This is an optimization exercise on Yosys and OpenROAD, whose aim is small area and a short achievable clock period, not a production implementation. In this exercise RTL edits were held to simulation tests only and were not proved equivalent to the original. The flow treats the clock pin as an ideal source. Dropping or thinning the clock tree relies on that and would not hold on a real chip. No activity file was given, so power comes from the tool's default toggle rates.

## zinc
// stopwatch_01
module stopwatch_01(clk,rst,key_reset,key_start_pasue,key_display_stop,hex0,hex1,hex2,hex3,hex4,hex5,hex6,hex7,led0,led1,led2,led3);
	input		clk,rst,key_reset,key_start_pasue,key_display_stop;
	output [6:0]	hex0,hex1,hex2,hex3,hex4,hex5,hex6,hex7;
	output	led0,led1,led2,led3;
	assign	led3 = 1'b0;
	reg	[1:0]	pre;
	wire	tick = pre[1];
	reg	[5:0]	hold_s, hold_d, hold_r;
	reg	start, freeze, cleared;
	reg	[3:0]	t0, t1, t2, t4, t6, t7;
	reg	[2:0]	t3, t5;
	reg	[3:0]	s0, s1, s2, s4, s6, s7;
	reg	[2:0]	s3, s5;
	wire	at50_s = hold_s[5] & hold_s[4] & hold_s[1];
	wire	at50_d = hold_d[5] & hold_d[4] & hold_d[1];
	wire	at50_r = hold_r[5] & hold_r[4] & hold_r[1];
	wire	push_s = tick & ~key_start_pasue;
	wire	push_d = tick & ~key_display_stop;
	wire	push_r = tick & ~key_reset;
	wire	fire_s = push_s & at50_s;
	wire	fire_d = push_d & at50_d;
	wire	fire_r = push_r & at50_r;
	wire	start_n, freeze_n;
	key_mux	u_ks(key_start_pasue, start, start ^ (tick & at50_s), start_n);
	key_mux	u_kd(key_display_stop, freeze, freeze ^ (tick & at50_d), freeze_n);
	wire	clr = rst | fire_r;
	function [3:0] step10;
		input [3:0] d;
		step10 = {(~d[0]), (~d[1] & ~d[0]) | (d[3] & d[2] & d[0]), (~d[2] & d[0]) | (d[3] & ~d[1]) | (d[3] & d[2]), ~((d[2] & ~d[0]) | (~d[3]))};
	endfunction
	function [2:0] step6;
		input [2:0] d;
		step6 = {(d[0]), (~d[2] & ~d[1]) | (d[2] & d[0]), (~d[1])};
	endfunction
	function [3:0] step16;
		input [3:0] d;
  ...
Size in the first run: ~610 cells after synthesis, about 83 flip-flops, roughly 65 I/O pins, about 4000 um2 of cells after synthesis.
clock: 5.0 ns
lec_check: 0
abc_area: 1
cap_margin: 20
core_margin: 2
core_utilization: 50
setup_slack_margin: 3.0
slew_margin: 20
synth_hierarchical: 1
buffer_ports_args: -buffer_cell sky130_fd_sc_hd__buf_1
pre_cts_tcl: /design/flow/flow/cts_pre.tcl
standard.sh (not shown) runs the stock make flow with config.mk's settings and CLKGATE_MAP_FILE= SYNTH_SCRIPT=/design/flow/synth_recipe.tcl, a recipe that flattens the netlist after the stock synthesis.
==> flow/flow/run.sh <==
#!/bin/bash
# The standard ORFS layout with two changes:
#  - port buffers are buf_1 cells (BUFFER_PORTS_ARGS),
#  - the clock is buffered by flow/cts_pre.tcl (four clkbuf_16 from the clock
#    port) in place of TritonCTS.
# The make output of the whole flow goes to flow_make.log here; ORFS keeps each
# step's own log under orfs/logs.
set -euo pipefail
here=$(pwd)
cat >> config.mk <<MK
export BUFFER_PORTS_ARGS = -buffer_cell sky130_fd_sc_hd__buf_1
export PRE_CTS_TCL = $here/flow/cts_pre.tcl
MK
bash standard.sh > flow_make.log 2>&1
==> flow/flow/cts_pre.tcl <==
# Runs at the start of ORFS's CTS step (PRE_CTS_TCL). Instead of TritonCTS's
# two-level tree, the clock port drives four clkbuf_16 cells, each driving the
# flip-flops of one quarter of the die (sinks split by x), so every register's
# clock arrives through one buffer with no deliberate skew.
source [file join [file dirname [info script]] clkbuf.tcl]
insert_clock_buffers 4 sky130_fd_sc_hd__clkbuf_16
rename clock_tree_synthesis tritoncts_unused
proc clock_tree_synthesis {args} {
  set_propagated_clock [all_clocks]
}
Other scripts of this flow, unchanged in this note and not shown: flow/flow/clkbuf.tcl
Relative to zinc, the following input files were edited for indigo:
# zinc
export LEC_CHECK = 0
export ABC_AREA = 1
export CAP_MARGIN = 20
export CORE_MARGIN = 2
export CORE_UTILIZATION = 50
export SETUP_SLACK_MARGIN = 3.0
export SLEW_MARGIN = 20
export SYNTH_HIERARCHICAL = 1
export BUFFER_PORTS_ARGS = -buffer_cell sky130_fd_sc_hd__buf_1
export PRE_CTS_TCL = /design/flow/flow/cts_pre.tcl
create_clock -name core_clock -period 5.0 [get_ports {clk}]
# indigo
export LEC_CHECK = 0
export ABC_AREA = 1
export CAP_MARGIN = 20
export CORE_MARGIN = 2
export CORE_UTILIZATION = 50
export SETUP_SLACK_MARGIN = 3.2
export SLEW_MARGIN = 20
export SYNTH_HIERARCHICAL = 1
export BUFFER_PORTS_ARGS = -buffer_cell sky130_fd_sc_hd__buf_1
export PRE_CTS_TCL = /design/flow/flow/cts_pre.tcl
create_clock -name core_clock -period 5.0 [get_ports {clk}]
--- outcome ---
Worst hold margin: zinc vs indigo — no meaningful difference
s2[0] as the capturing element of the worst setup path was reported by zinc, and s0[2] by indigo.
Changes observed in indigo relative to zinc: sum of net half-perimeters after detailed placement climbed about 6%; combinational share of power climbed 1.8 points.
Setup changes, indigo to pepper
# indigo
export LEC_CHECK = 0
export ABC_AREA = 1
export CAP_MARGIN = 20
export CORE_MARGIN = 2
export CORE_UTILIZATION = 50
export SETUP_SLACK_MARGIN = 3.2
export SLEW_MARGIN = 20
export SYNTH_HIERARCHICAL = 1
export BUFFER_PORTS_ARGS = -buffer_cell sky130_fd_sc_hd__buf_1
export PRE_CTS_TCL = /design/flow/flow/cts_pre.tcl
create_clock -name core_clock -period 5.0 [get_ports {clk}]
# pepper
export LEC_CHECK = 0
export ABC_AREA = 1
export CAP_MARGIN = 20
export CORE_MARGIN = 2
export CORE_UTILIZATION = 50
export SETUP_SLACK_MARGIN = 3.0
export SLEW_MARGIN = 20
export SYNTH_HIERARCHICAL = 1
export BUFFER_PORTS_ARGS = -buffer_cell sky130_fd_sc_hd__buf_1
export PRE_CTS_TCL = /design/flow/flow/cts_pre.tcl
create_clock -name core_clock -period 5.0 [get_ports {clk}]
--- a/flow/flow/cts_pre.tcl
+++ b/flow/flow/cts_pre.tcl
@@ -3 +3 @@
-# flip-flops of one quarter of the die (sinks split by x), so every register's
+# flip-flops of one quarter of the die (sinks split by x, then y), so every register's
Findings:
indigo → pepper: sum of internal, switching and leakage power saw a decrease, time the worst path needs with I/O delays and setup saw a decrease, number of buffers added for setup after CTS saw a decrease. Summary of pepper over indigo: detailed-routing wirelength on met1 down 14%; layout-stage area growth over the synthesis result down 24 points; final design utilization down 12 points. Of the two candidates, indigo has the worse internal reg-to-reg setup slack and pepper the better one. Comparing pepper and indigo, the lower achievable frequency is on indigo. | internal cell power | indigo vs pepper | ≈ equal |. Higher clock skew goes to indigo over pepper. Capture point of the critical path: s0[2] -> indigo, s2[0] -> pepper. Of pepper and indigo, the higher non-filler instance count after layout belongs to indigo.
In every run of this note, the design's own scripts or RTL, not TritonCTS, make the clock network.

what the ideal ports hide:
In the flow no input, the clock included, has a driving cell. The finished layouts below were timed again as built, in two steps.
Step 1: set_driving_cell puts a clkbuf_16 on clk and a buf_2 on each other input, an assumption about the parent block.
Step 2 times the ports against the registers' clock, not the clock port: input delays grow and output delays shrink by t, the midpoint of the rising clock arrivals with the driver on.
Three values: ideal, step 1, step 2; two values: the first two.
| run | shift t [ns] | slack for setup (ns) | clock arrival spread, ns | slew at the worst register clock pin (ns) |
|---|---|---|---|---|
| zinc | 0.221 | 3.006 / 3.016 / 2.808 | 0.004 / 0.004 | 0.08 / 0.08 |
| indigo | 0.226 | 2.973 / 3.005 / 2.779 | 0.007 / 0.007 | 0.09 / 0.09 |
| pepper | 0.221 | 3.006 / 3.016 / 2.808 | 0.004 / 0.004 | 0.08 / 0.08 |
After both steps every run listed still meets setup and hold.
